This design comes from an exercise in tuning for small area, a short achievable clock period and few clock cycles on the open sky130 flow, not from production work.
At most, simulation tests tie the RTL to the original design; equivalence was not proved.

== rev 12 ==
==> flow/design.v <==
`timescale 1ns / 1ps
module binary_to_bcd( input clk_in,
                      input [5:0] game_state,
                      input start,
                      input [23:0] binary_in,
                      output logic [31:0] bcd_out,
                      output logic busy
    );
    localparam int K  = 2;           
    localparam int NT = 24 / K;        
    localparam int TW = 4;
    logic [31:0]   R;
    logic [TW-1:0] t;                  
    wire rst = (game_state == 6'd1);
    logic [31:0]   ld;
    logic [TW-1:0] t0;
    always_comb begin
        ld = {binary_in[21:0], 8'h00, binary_in[23:22]};
        t0 = TW'(1);
        if (binary_in[23:19] == '0) begin
            ld = {binary_in[15:0], 8'h00, binary_in[23:16]};
            t0 = TW'(4);
        end
        if (binary_in[23:13] == '0) begin
            ld = {binary_in[9:0], 8'h00, binary_in[23:10]};
            t0 = TW'(7);
        end
        if (binary_in[23:5] == '0) begin
            ld = {binary_in[1:0], 8'h00, binary_in[23:2]};
            t0 = TW'(11);
        end
    end
    function automatic [4:0] dd(input [3:0] d, input c, input g);
        logic adj;
        logic [3:0] a;
        adj = g & (d[3] | d[2] & (d[1] | d[0]));
        a[0] = d[0] ^ adj;
        a[1] = d[1] ^ (adj & !d[0]);
        a[2] = d[2] ^ (adj & (d[1] | d[0]));
        a[3] = d[3] ^ (adj & d[2] & (d[1] | d[0]));
        dd = {a, c};
    endfunction
    function automatic int thr(input int j);
        case (j)
            0: thr = 0;
            1: thr = 0;
            2: thr = 8;
            3: thr = 8;
            4: thr = 16;
            5: thr = 16;
            6: thr = 20;
            default: thr = 0;
        endcase
    endfunction
    logic [31:0] nxt, blk;
    always_comb begin
        logic [32:0] r;
        logic z;
        nxt = R;
        for (int l = 0; l < K; l++) begin
            r[0] = nxt[31];
            for (int j = 0; j < 8; j++)
                r[4*j +: 5] = dd(nxt[4*j +: 4], r[4*j], j < 7 && int'(t) * K + l >= thr(j));
            nxt = r[31:0];
        end
        blk = nxt;
        z = 1'b1;
        for (int j = 7; j >= 1; j--) begin
            z = z & (nxt[4*j +: 4] == 4'd0);
            blk[4*j+3] = nxt[4*j+3] | z;
            blk[4*j+1] = nxt[4*j+1] | z;
        end
    end
    wire last = (t == TW'(NT - 1));
    always_ff @(posedge clk_in) begin
        t <= busy ? t + 1'b1 : t0;
        if (rst) begin
            busy <= 1'b0;
            R    <= '0;
        end else if (busy) begin
            busy <= !last;
            R    <= last ? blk : nxt;
        end else if (start) begin
            busy <= 1'b1;
            R    <= ld;
        end
    end
    assign bcd_out = R;
endmodule
==> flow/config.mk <==
export PLATFORM = sky130hd
export DESIGN_NAME = binary_to_bcd
export DESIGN_NICKNAME = binary_to_bcd
export VERILOG_FILES = /design/flow/design.v
export SDC_FILE = /design/flow/constraint.sdc
export NUM_CORES = 4
export LEC_CHECK = 0
export ABC_AREA = 1
export CAP_MARGIN = 20
export CORE_MARGIN = 2
export CORE_UTILIZATION = 40
export SETUP_SLACK_MARGIN = 3.5
export SLEW_MARGIN = 20
==> flow/constraint.sdc <==
create_clock -name core_clock -period 6.0 [get_ports {clk_in}]
set_input_delay 1.2000 -clock core_clock [delete_from_list [all_inputs] [get_ports {clk_in}]]
set_output_delay 1.2000 -clock core_clock [all_outputs]
set_load 0.01 [all_outputs]
standard.sh (not shown) runs the stock make flow with config.mk's settings and CLKGATE_MAP_FILE= SYNTH_SCRIPT=/design/flow/synth_recipe.tcl, a recipe that flattens the netlist after the stock synthesis.
==> flow/flow/run.sh <==
#!/bin/bash
# Standard ORFS layout, with plain buf_1 cells as the port buffers.
set -euo pipefail
export BUFFER_PORTS_ARGS="-buffer_cell sky130_fd_sc_hd__buf_1"
bash standard.sh > standard_flow.log 2>&1
Rev 12: all stages complete, timing, DRC and antenna checks passed
#### Input delta (rev 13 over rev 12)
-- flow/design.v --
<<< rev 12, line 31
        end
    end
    function automatic [4:0] dd(input [3:0] d, input c, input g);
        logic adj;
        logic [3:0] a;
        adj = g & (d[3] | d[2] & (d[1] | d[0]));
        a[0] = d[0] ^ adj;
        a[1] = d[1] ^ (adj & !d[0]);
        a[2] = d[2] ^ (adj & (d[1] | d[0]));
        a[3] = d[3] ^ (adj & d[2] & (d[1] | d[0]));
        dd = {a, c};
    endfunction
    function automatic int thr(input int j);
        case (j)
            0: thr = 0;
            1: thr = 0;
            2: thr = 8;
            3: thr = 8;
            4: thr = 16;
            5: thr = 16;
            6: thr = 20;
            default: thr = 0;
        endcase
    endfunction
    logic [31:0] nxt, blk;
>>> rev 13, line 31
        end
    end
    function automatic [4:0] dd(input [3:0] d, input c);
        logic [3:0] a;
        a[3] = d[3] | d[2] & (d[1] | d[0]);
        a[2] = d[2] & !d[1] & !d[0] | d[3] & d[0];
        a[1] = d[1] & !d[2] | d[1] & d[0] | d[3] & !d[0];
        a[0] = !d[0] & (d[3] | d[2] & d[1]) | d[0] & !d[3] & !d[2];
        dd = {a, c};
    endfunction
    logic [31:0] nxt, blk;
<<< rev 12, line 61
            r[0] = nxt[31];
            for (int j = 0; j < 8; j++)
                r[4*j +: 5] = dd(nxt[4*j +: 4], r[4*j], j < 7 && int'(t) * K + l >= thr(j));
            nxt = r[31:0];
        end
>>> rev 13, line 47
            r[0] = nxt[31];
            for (int j = 0; j < 8; j++)
                if (j < 7 && (j == 0 || int'(t) * K + l >= 4 * j - 4))
                    r[4*j +: 5] = dd(nxt[4*j +: 4], r[4*j]);
                else
                    r[4*j +: 5] = {nxt[4*j +: 4], r[4*j]};
            nxt = r[31:0];
        end
### Flow results
Rev 12 ended up with t[3] as its launch point of the critical path; rev 13 ended up with binary_in[17].
Final RePlAce weighted congestion of rev 13 exceeds that of rev 12 by a few percent.
Testbench counts of rev 13, summed over its fixed seeds: cycles 25,282.
Only the layout flow was run in rev 12; the RTL was not checked for function there.

* * *

Another version of the RTL of binary_to_bcd (not shown whole).
Size in the first run: roughly 37 flip-flops.
==> module binary_to_bcd, before the edit <==
module binary_to_bcd( input clk_in,
                      input [5:0] game_state,
                      input start,
                      input [23:0] binary_in,
                      output logic [31:0] bcd_out,
                      output logic busy
    );
    logic [31:0] R;
    logic [3:0]  t;                   
    wire rst = (game_state == 6'd1);
    logic [31:0] ld;
    logic [3:0]  t0;
    wire [31:0] ldr0 = {binary_in[19:0], 8'h0, binary_in[23:20]};    
    wire [31:0] ldr1 = {binary_in[13:0], 8'h0, binary_in[23:14]};    
    wire [31:0] ldr2 = {binary_in[7:0], 8'h0, binary_in[23:8]};    
    wire [31:0] ldr3 = {binary_in[1:0], 8'h0, binary_in[23:2]};    
    logic [3:0] zr, sel;
    function automatic [4:0] fx(input [3:0] v);
        logic ge10;
        ge10 = v[3] & (v[2] | v[1]);
        fx = {ge10, v[3] & !ge10, ge10 ? v[2] & v[1] : v[2], v[1] ^ ge10, v[0]};
    endfunction
    always_comb begin
        zr[0] = 1'b1;
        zr[1] = (binary_in[23:18] == '0);
        zr[2] = (binary_in[23:12] == '0);
        zr[3] = (binary_in[23:6] == '0);
        for (int i = 0; i < 4; i++)
            sel[i] = zr[i] & (i == 3 || !zr[i + 1]);
        ld = '0;
        t0 = '0;
        ld = ld | ({32{sel[0]}} & {ldr0[31:5], fx(binary_in[23:20])});
        t0 = t0 | ({4{sel[0]}} & 4'd2);
        ld = ld | ({32{sel[1]}} & {ldr1[31:5], fx(binary_in[17:14])});
        t0 = t0 | ({4{sel[1]}} & 4'd5);
        ld = ld | ({32{sel[2]}} & {ldr2[31:5], fx(binary_in[11:8])});
        t0 = t0 | ({4{sel[2]}} & 4'd8);
        ld = ld | ({32{sel[3]}} & {ldr3[31:5], fx(binary_in[5:2])});
        t0 = t0 | ({4{sel[3]}} & 4'd11);
    end
    function automatic [4:0] dd(input [3:0] d, input c);
        logic [3:0] s;
        s[3] = d[3] | d[2] & (d[1] | d[0]);
        s[2] = d[2] & !d[1] & !d[0] | d[3] & d[0];
        s[1] = d[1] & !d[2] | d[1] & d[0] | d[3] & !d[0];
        s[0] = !d[0] & (d[3] | d[2] & d[1]) | d[0] & !d[3] & !d[2];
        dd = {s, c};
    endfunction
    function automatic int thr(input int j);
        case (j)
            0: thr = 0;
            1: thr = 0;
            2: thr = 8;
            3: thr = 8;
            4: thr = 16;
            5: thr = 16;
            6: thr = 20;
            default: thr = 0;
        endcase
    endfunction
    logic [31:0] nxt, blk;
    always_comb begin
        logic [32:0] r;
        logic z;
        nxt = R;
        for (int l = 0; l < 2; l++) begin
            r[0] = nxt[31];
            for (int j = 0; j < 7; j++)
                if (2 * int'(t) + l >= thr(j))
                    r[4*j +: 5] = dd(nxt[4*j +: 4], r[4*j]);
                else
                    r[4*j +: 5] = {nxt[4*j +: 4], r[4*j]};
            r[32:29] = nxt[31:28];
            nxt = r[31:0];
        end
        blk = nxt;
        z = (nxt[31:28] == 4'd0);
        blk[31] = z;
        blk[29] = z;
        for (int j = 6; j >= 1; j--) begin
            z = z & (nxt[4*j +: 4] == 4'd0);
            blk[4*j+3] = nxt[4*j+3] | z;
            blk[4*j+1] = nxt[4*j+1] | z;
        end
    end
    wire last = (t == 4'd11);
    wire         go   = !rst & busy;
    wire         hold = !rst & !busy & !start;
    wire         load = !rst & !busy & start;
    wire [31:0]  Rn   = ({32{go}} & (last ? blk : nxt)) | ({32{hold}} & R) | ({32{load}} & ld);
    always_ff @(posedge clk_in) begin
        t <= busy ? t + 1'b1 : t0;
        R <= Rn;
        if (rst)       busy <= 1'b0;
        else if (busy) busy <= !last;
        else           busy <= start;
    end
    assign bcd_out = R;
endmodule
clock: 6.0 ns
lec_check: 0
abc_area: 1
cap_margin: 20
core_margin: 2
core_utilization: 60
setup_slack_margin: 3.5
slew_margin: 20
Scripts as last shown in full above: flow/flow/run.sh
Testbench counts at the start, summed over its fixed seeds: cycles 23,223.
Edit:
--- a/flow/design.v
+++ b/flow/design.v
@@ -5,17 +5,17 @@
                       input [23:0] binary_in,
                       output logic [31:0] bcd_out,
                       output logic busy
     );
-    logic [31:0] R;
+    logic [29:0] R;
     logic [3:0]  t;                   
     wire rst = (game_state == 6'd1);
-    logic [31:0] ld;
+    logic [29:0] ld;
     logic [3:0]  t0;
-    wire [31:0] ldr0 = {binary_in[19:0], 8'h0, binary_in[23:20]};    
-    wire [31:0] ldr1 = {binary_in[13:0], 8'h0, binary_in[23:14]};    
-    wire [31:0] ldr2 = {binary_in[7:0], 8'h0, binary_in[23:8]};    
-    wire [31:0] ldr3 = {binary_in[1:0], 8'h0, binary_in[23:2]};    
+    wire [29:0] ldr0 = {binary_in[19:0], 6'h0, binary_in[23:20]};    
+    wire [29:0] ldr1 = {binary_in[13:0], 6'h0, binary_in[23:14]};    
+    wire [29:0] ldr2 = {binary_in[7:0], 6'h0, binary_in[23:8]};    
+    wire [29:0] ldr3 = {binary_in[1:0], 6'h0, binary_in[23:2]};    
     logic [3:0] zr, sel;
     function automatic [4:0] fx(input [3:0] v);
         logic ge10;
         ge10 = v[3] & (v[2] | v[1]);
@@ -29,15 +29,15 @@
         for (int i = 0; i < 4; i++)
             sel[i] = zr[i] & (i == 3 || !zr[i + 1]);
         ld = '0;
         t0 = '0;
-        ld = ld | ({32{sel[0]}} & {ldr0[31:5], fx(binary_in[23:20])});
+        ld = ld | ({30{sel[0]}} & {ldr0[29:5], fx(binary_in[23:20])});
         t0 = t0 | ({4{sel[0]}} & 4'd2);
-        ld = ld | ({32{sel[1]}} & {ldr1[31:5], fx(binary_in[17:14])});
+        ld = ld | ({30{sel[1]}} & {ldr1[29:5], fx(binary_in[17:14])});
         t0 = t0 | ({4{sel[1]}} & 4'd5);
-        ld = ld | ({32{sel[2]}} & {ldr2[31:5], fx(binary_in[11:8])});
+        ld = ld | ({30{sel[2]}} & {ldr2[29:5], fx(binary_in[11:8])});
         t0 = t0 | ({4{sel[2]}} & 4'd8);
-        ld = ld | ({32{sel[3]}} & {ldr3[31:5], fx(binary_in[5:2])});
+        ld = ld | ({30{sel[3]}} & {ldr3[29:5], fx(binary_in[5:2])});
         t0 = t0 | ({4{sel[3]}} & 4'd11);
     end
     function automatic [4:0] dd(input [3:0] d, input c);
         logic [3:0] s;
@@ -51,33 +51,32 @@
         case (j)
             0: thr = 0;
             1: thr = 0;
             2: thr = 8;
-            3: thr = 8;
+            3: thr = 12;
             4: thr = 16;
-            5: thr = 16;
-            6: thr = 20;
+            5: thr = 18;
+            6: thr = 22;
             default: thr = 0;
         endcase
     endfunction
-    logic [31:0] nxt, blk;
+    logic [29:0] nxt, blk;
     always_comb begin
-        logic [32:0] r;
+        logic [30:0] r;
         logic z;
         nxt = R;
         for (int l = 0; l < 2; l++) begin
-            r[0] = nxt[31];
+            r[0] = nxt[29];
             for (int j = 0; j < 7; j++)
                 if (2 * int'(t) + l >= thr(j))
                     r[4*j +: 5] = dd(nxt[4*j +: 4], r[4*j]);
                 else
                     r[4*j +: 5] = {nxt[4*j +: 4], r[4*j]};
-            r[32:29] = nxt[31:28];
-            nxt = r[31:0];
+            r[30:29] = nxt[29:28];
+            nxt = r[29:0];
         end
         blk = nxt;
-        z = (nxt[31:28] == 4'd0);
-        blk[31] = z;
+        z = (nxt[29:28] == 2'd0);
         blk[29] = z;
         for (int j = 6; j >= 1; j--) begin
             z = z & (nxt[4*j +: 4] == 4'd0);
             blk[4*j+3] = nxt[4*j+3] | z;
@@ -95,6 +94,6 @@
         if (rst)       busy <= 1'b0;
         else if (busy) busy <= !last;
         else           busy <= start;
     end
-    assign bcd_out = R;
+    assign bcd_out = {R[29], 1'b0, R[29:0]};
 endmodule
Result: The new run finished with timing, DRC and antenna clean; first-iteration DRC count goes down by 18%; final cell count went up by 0.68%; register-to-register slack got worse by 0.12 ns; sequential share of layout area drops by 1.4 points; sequential cell count went down by 2; design area rises by 2.5%; wire length rises by 2.5%; via count rose by 1.3%; global-route usage goes up by 0.70 points; worst setup slack loses 0.063 ns; fmax went down by 2.6%.
Function not checked in the second run of this note: the RTL went through the layout flow alone.

* * *

binary_to_bcd, a different RTL version from the one above (not shown whole).
For scale: roughly 3300 um^2 of cells after synthesis.
==> module binary_to_bcd, before the edit <==
module binary_to_bcd( input clk_in,
                      input [5:0] game_state,
                      input start,
                      input [23:0] binary_in,
                      output logic [31:0] bcd_out,
                      output logic busy
    );
    logic [31:0] R;
    logic [3:0]  t;                   
    wire rst = (game_state == 6'd1);
    logic [31:0] ld;
    logic [3:0]  t0;
    wire [31:0] ldr0 = {binary_in[19:0], 8'h0, binary_in[23:20]};
    wire [31:0] ldr1 = {binary_in[13:0], 8'h0, binary_in[23:14]};
    wire [31:0] ldr2 = {binary_in[7:0], 8'h0, binary_in[23:8]};
    wire [31:0] ldr3 = {binary_in[1:0], 8'h0, binary_in[23:2]};
    logic [3:0] zr, sel;
    function automatic [4:0] fx(input [3:0] v);
        logic ge10;
        ge10 = v[3] & (v[2] | v[1]);
        fx = {ge10, v[3] & !ge10, ge10 ? v[2] & v[1] : v[2], v[1] ^ ge10, v[0]};
    endfunction
    always_comb begin
        zr[0] = 1'b1;
        zr[1] = (binary_in[23:18] == '0);
        zr[2] = (binary_in[23:12] == '0);
        zr[3] = (binary_in[23:6] == '0);
        for (int i = 0; i < 4; i++)
            sel[i] = zr[i] & (i == 3 || !zr[i + 1]);
        ld = '0;
        t0 = '0;
        ld = ld | ({32{sel[0]}} & {ldr0[31:5], fx(binary_in[23:20])});
        t0 = t0 | ({4{sel[0]}} & 4'd2);
        ld = ld | ({32{sel[1]}} & {ldr1[31:5], fx(binary_in[17:14])});
        t0 = t0 | ({4{sel[1]}} & 4'd5);
        ld = ld | ({32{sel[2]}} & {ldr2[31:5], fx(binary_in[11:8])});
        t0 = t0 | ({4{sel[2]}} & 4'd8);
        ld = ld | ({32{sel[3]}} & {ldr3[31:5], fx(binary_in[5:2])});
        t0 = t0 | ({4{sel[3]}} & 4'd11);
    end
    function automatic [4:0] dd(input [3:0] d, input c);
        logic [3:0] s;
        s[3] = d[3] | d[2] & (d[1] | d[0]);
        s[2] = d[2] & !d[1] & !d[0] | d[3] & d[0];
        s[1] = d[1] & !d[2] | d[1] & d[0] | d[3] & !d[0];
        s[0] = !d[0] & (d[3] | d[2] & d[1]) | d[0] & !d[3] & !d[2];
        dd = {s, c};
    endfunction
    function automatic int thr(input int j);
        case (j)
            0: thr = 0;
            1: thr = 0;
            2: thr = 8;
            3: thr = 8;
            4: thr = 16;
            5: thr = 16;
            6: thr = 20;
            default: thr = 0;
        endcase
    endfunction
    logic [31:0] nxt, blk;
    always_comb begin
        logic [32:0] r;
        logic z;
        nxt = R;
        for (int l = 0; l < 2; l++) begin
            r[0] = nxt[31];
            for (int j = 0; j < 7; j++)
                if (2 * int'(t) + l >= thr(j))
                    r[4*j +: 5] = dd(nxt[4*j +: 4], r[4*j]);
                else
                    r[4*j +: 5] = {nxt[4*j +: 4], r[4*j]};
            r[32:29] = nxt[31:28];
            nxt = r[31:0];
        end
        blk = nxt;
        z = (nxt[31:28] == 4'd0);
        blk[31] = z;
        blk[29] = z;
        for (int j = 6; j >= 1; j--) begin
            z = z & (nxt[4*j +: 4] == 4'd0);
            blk[4*j+3] = nxt[4*j+3] | z;
            blk[4*j+1] = nxt[4*j+1] | z;
        end
    end
    wire last = (t == 4'd11);
    wire         go   = !rst & busy;
    wire         hold = !rst & !busy & !start;
    wire         load = !rst & !busy & start;
    wire [31:0]  Rn   = ({32{go}} & (last ? blk : nxt)) | ({32{hold}} & R) | ({32{load}} & ld);
    always_ff @(posedge clk_in) begin
        t <= busy ? t + 1'b1 : t0;
        R <= Rn;
        if (rst)       busy <= 1'b0;
        else if (busy) busy <= !last;
        else           busy <= start;
    end
    assign bcd_out = R;
endmodule
==> flow/config.mk <==
export PLATFORM = sky130hd
export DESIGN_NAME = binary_to_bcd
export DESIGN_NICKNAME = binary_to_bcd
export VERILOG_FILES = /design/flow/design.v
export SDC_FILE = /design/flow/constraint.sdc
export NUM_CORES = 4
export LEC_CHECK = 0
export ABC_AREA = 1
export CAP_MARGIN = 20
export CORE_MARGIN = 2
export CORE_UTILIZATION = 60
export SETUP_SLACK_MARGIN = 3.5
export SLEW_MARGIN = 20
==> flow/constraint.sdc <==
create_clock -name core_clock -period 6.0 [get_ports {clk_in}]
set_input_delay 1.2000 -clock core_clock [delete_from_list [all_inputs] [get_ports {clk_in}]]
set_output_delay 1.2000 -clock core_clock [all_outputs]
set_load 0.01 [all_outputs]
Scripts as last shown in full above: flow/flow/run.sh
Change:
--- a/flow/design.v
+++ b/flow/design.v
@@ -10,36 +10,32 @@
     logic [3:0]  t;                   
     wire rst = (game_state == 6'd1);
     logic [31:0] ld;
     logic [3:0]  t0;
     wire [31:0] ldr0 = {binary_in[19:0], 8'h0, binary_in[23:20]};
-    wire [31:0] ldr1 = {binary_in[13:0], 8'h0, binary_in[23:14]};
-    wire [31:0] ldr2 = {binary_in[7:0], 8'h0, binary_in[23:8]};
-    wire [31:0] ldr3 = {binary_in[1:0], 8'h0, binary_in[23:2]};
-    logic [3:0] zr, sel;
+    wire [31:0] ldr1 = {binary_in[11:0], 8'h0, binary_in[23:12]};
+    wire [31:0] ldr2 = {binary_in[3:0], 8'h0, binary_in[23:4]};
+    logic [2:0] zr, sel;
     function automatic [4:0] fx(input [3:0] v);
         logic ge10;
         ge10 = v[3] & (v[2] | v[1]);
         fx = {ge10, v[3] & !ge10, ge10 ? v[2] & v[1] : v[2], v[1] ^ ge10, v[0]};
     endfunction
     always_comb begin
         zr[0] = 1'b1;
-        zr[1] = (binary_in[23:18] == '0);
-        zr[2] = (binary_in[23:12] == '0);
-        zr[3] = (binary_in[23:6] == '0);
-        for (int i = 0; i < 4; i++)
-            sel[i] = zr[i] & (i == 3 || !zr[i + 1]);
+        zr[1] = (binary_in[23:16] == '0);
+        zr[2] = (binary_in[23:8] == '0);
+        for (int i = 0; i < 3; i++)
+            sel[i] = zr[i] & (i == 2 || !zr[i + 1]);
         ld = '0;
         t0 = '0;
         ld = ld | ({32{sel[0]}} & {ldr0[31:5], fx(binary_in[23:20])});
         t0 = t0 | ({4{sel[0]}} & 4'd2);
-        ld = ld | ({32{sel[1]}} & {ldr1[31:5], fx(binary_in[17:14])});
-        t0 = t0 | ({4{sel[1]}} & 4'd5);
-        ld = ld | ({32{sel[2]}} & {ldr2[31:5], fx(binary_in[11:8])});
-        t0 = t0 | ({4{sel[2]}} & 4'd8);
-        ld = ld | ({32{sel[3]}} & {ldr3[31:5], fx(binary_in[5:2])});
-        t0 = t0 | ({4{sel[3]}} & 4'd11);
+        ld = ld | ({32{sel[1]}} & {ldr1[31:5], fx(binary_in[15:12])});
+        t0 = t0 | ({4{sel[1]}} & 4'd6);
+        ld = ld | ({32{sel[2]}} & {ldr2[31:5], fx(binary_in[7:4])});
+        t0 = t0 | ({4{sel[2]}} & 4'd10);
     end
     function automatic [4:0] dd(input [3:0] d, input c);
         logic [3:0] s;
         s[3] = d[3] | d[2] & (d[1] | d[0]);
         s[2] = d[2] & !d[1] & !d[0] | d[3] & d[0];
@@ -83,18 +79,20 @@
             blk[4*j+3] = nxt[4*j+3] | z;
             blk[4*j+1] = nxt[4*j+1] | z;
         end
     end
     wire last = (t == 4'd11);
-    wire         go   = !rst & busy;
-    wire         hold = !rst & !busy & !start;
-    wire         load = !rst & !busy & start;
-    wire [31:0]  Rn   = ({32{go}} & (last ? blk : nxt)) | ({32{hold}} & R) | ({32{load}} & ld);
     always_ff @(posedge clk_in) begin
         t <= busy ? t + 1'b1 : t0;
-        R <= Rn;
-        if (rst)       busy <= 1'b0;
-        else if (busy) busy <= !last;
-        else           busy <= start;
+        if (rst) begin
+            busy <= 1'b0;
+            R    <= '0;
+        end else if (busy) begin
+            busy <= !last;
+            R    <= last ? blk : nxt;
+        end else if (start) begin
+            busy <= 1'b1;
+            R    <= ld;
+        end
     end
     assign bcd_out = R;
 endmodule
The changed run ran to the end with no violations.
Cell count barely changes.
Non-clock buffer count falls by 3.
Wire length rises slightly.
Worst setup slack stays flat.
Critical path depth rises by 1.
First-iteration DRC count rises by roughly a tenth.
No functional check of the RTL was part of any run of this note.

## static timing again, ports no longer ideal
In the flow no input, the clock included, has a driving cell. The finished layouts below were timed again as built, in two steps.
Step 1, drivers: a clkbuf_16 drives clk_in and a buf_2 each remaining input, both assumed.
Step 2 moves the port delays by t, midway between the first and last clock arrival at a register: inputs arrive t later, outputs are due t later. That takes back most of the time a late clock gives input paths.
Three values: no drivers, after step 1, after step 2; two values: the first two.
run | t (ns) | slack for setup (ns) | worst register clock-pin slew, ns
rev 12 | 0.337 | 3.350 / 3.350 / 3.268 | 0.09 / 0.09
rev 13 | 0.320 | 3.517 / 3.526 / 3.206 | 0.08 / 0.08
the first run of note 2 | 0.319 | 3.630 / 3.637 / 3.319 | 0.07 / 0.07
the second run of note 2 | 0.314 | 3.566 / 3.570 / 3.256 | 0.07 / 0.07
the first run of note 3 | 0.319 | 3.630 / 3.637 / 3.319 | 0.07 / 0.07
the second run of note 3 | 0.324 | 3.628 / 3.638 / 3.314 | 0.08 / 0.08
After both steps setup and hold are still met in every run listed. The setup slack of the second run of note 3, which loses most, moves by +0.010 ns with the drivers and by -0.314 ns with both steps.
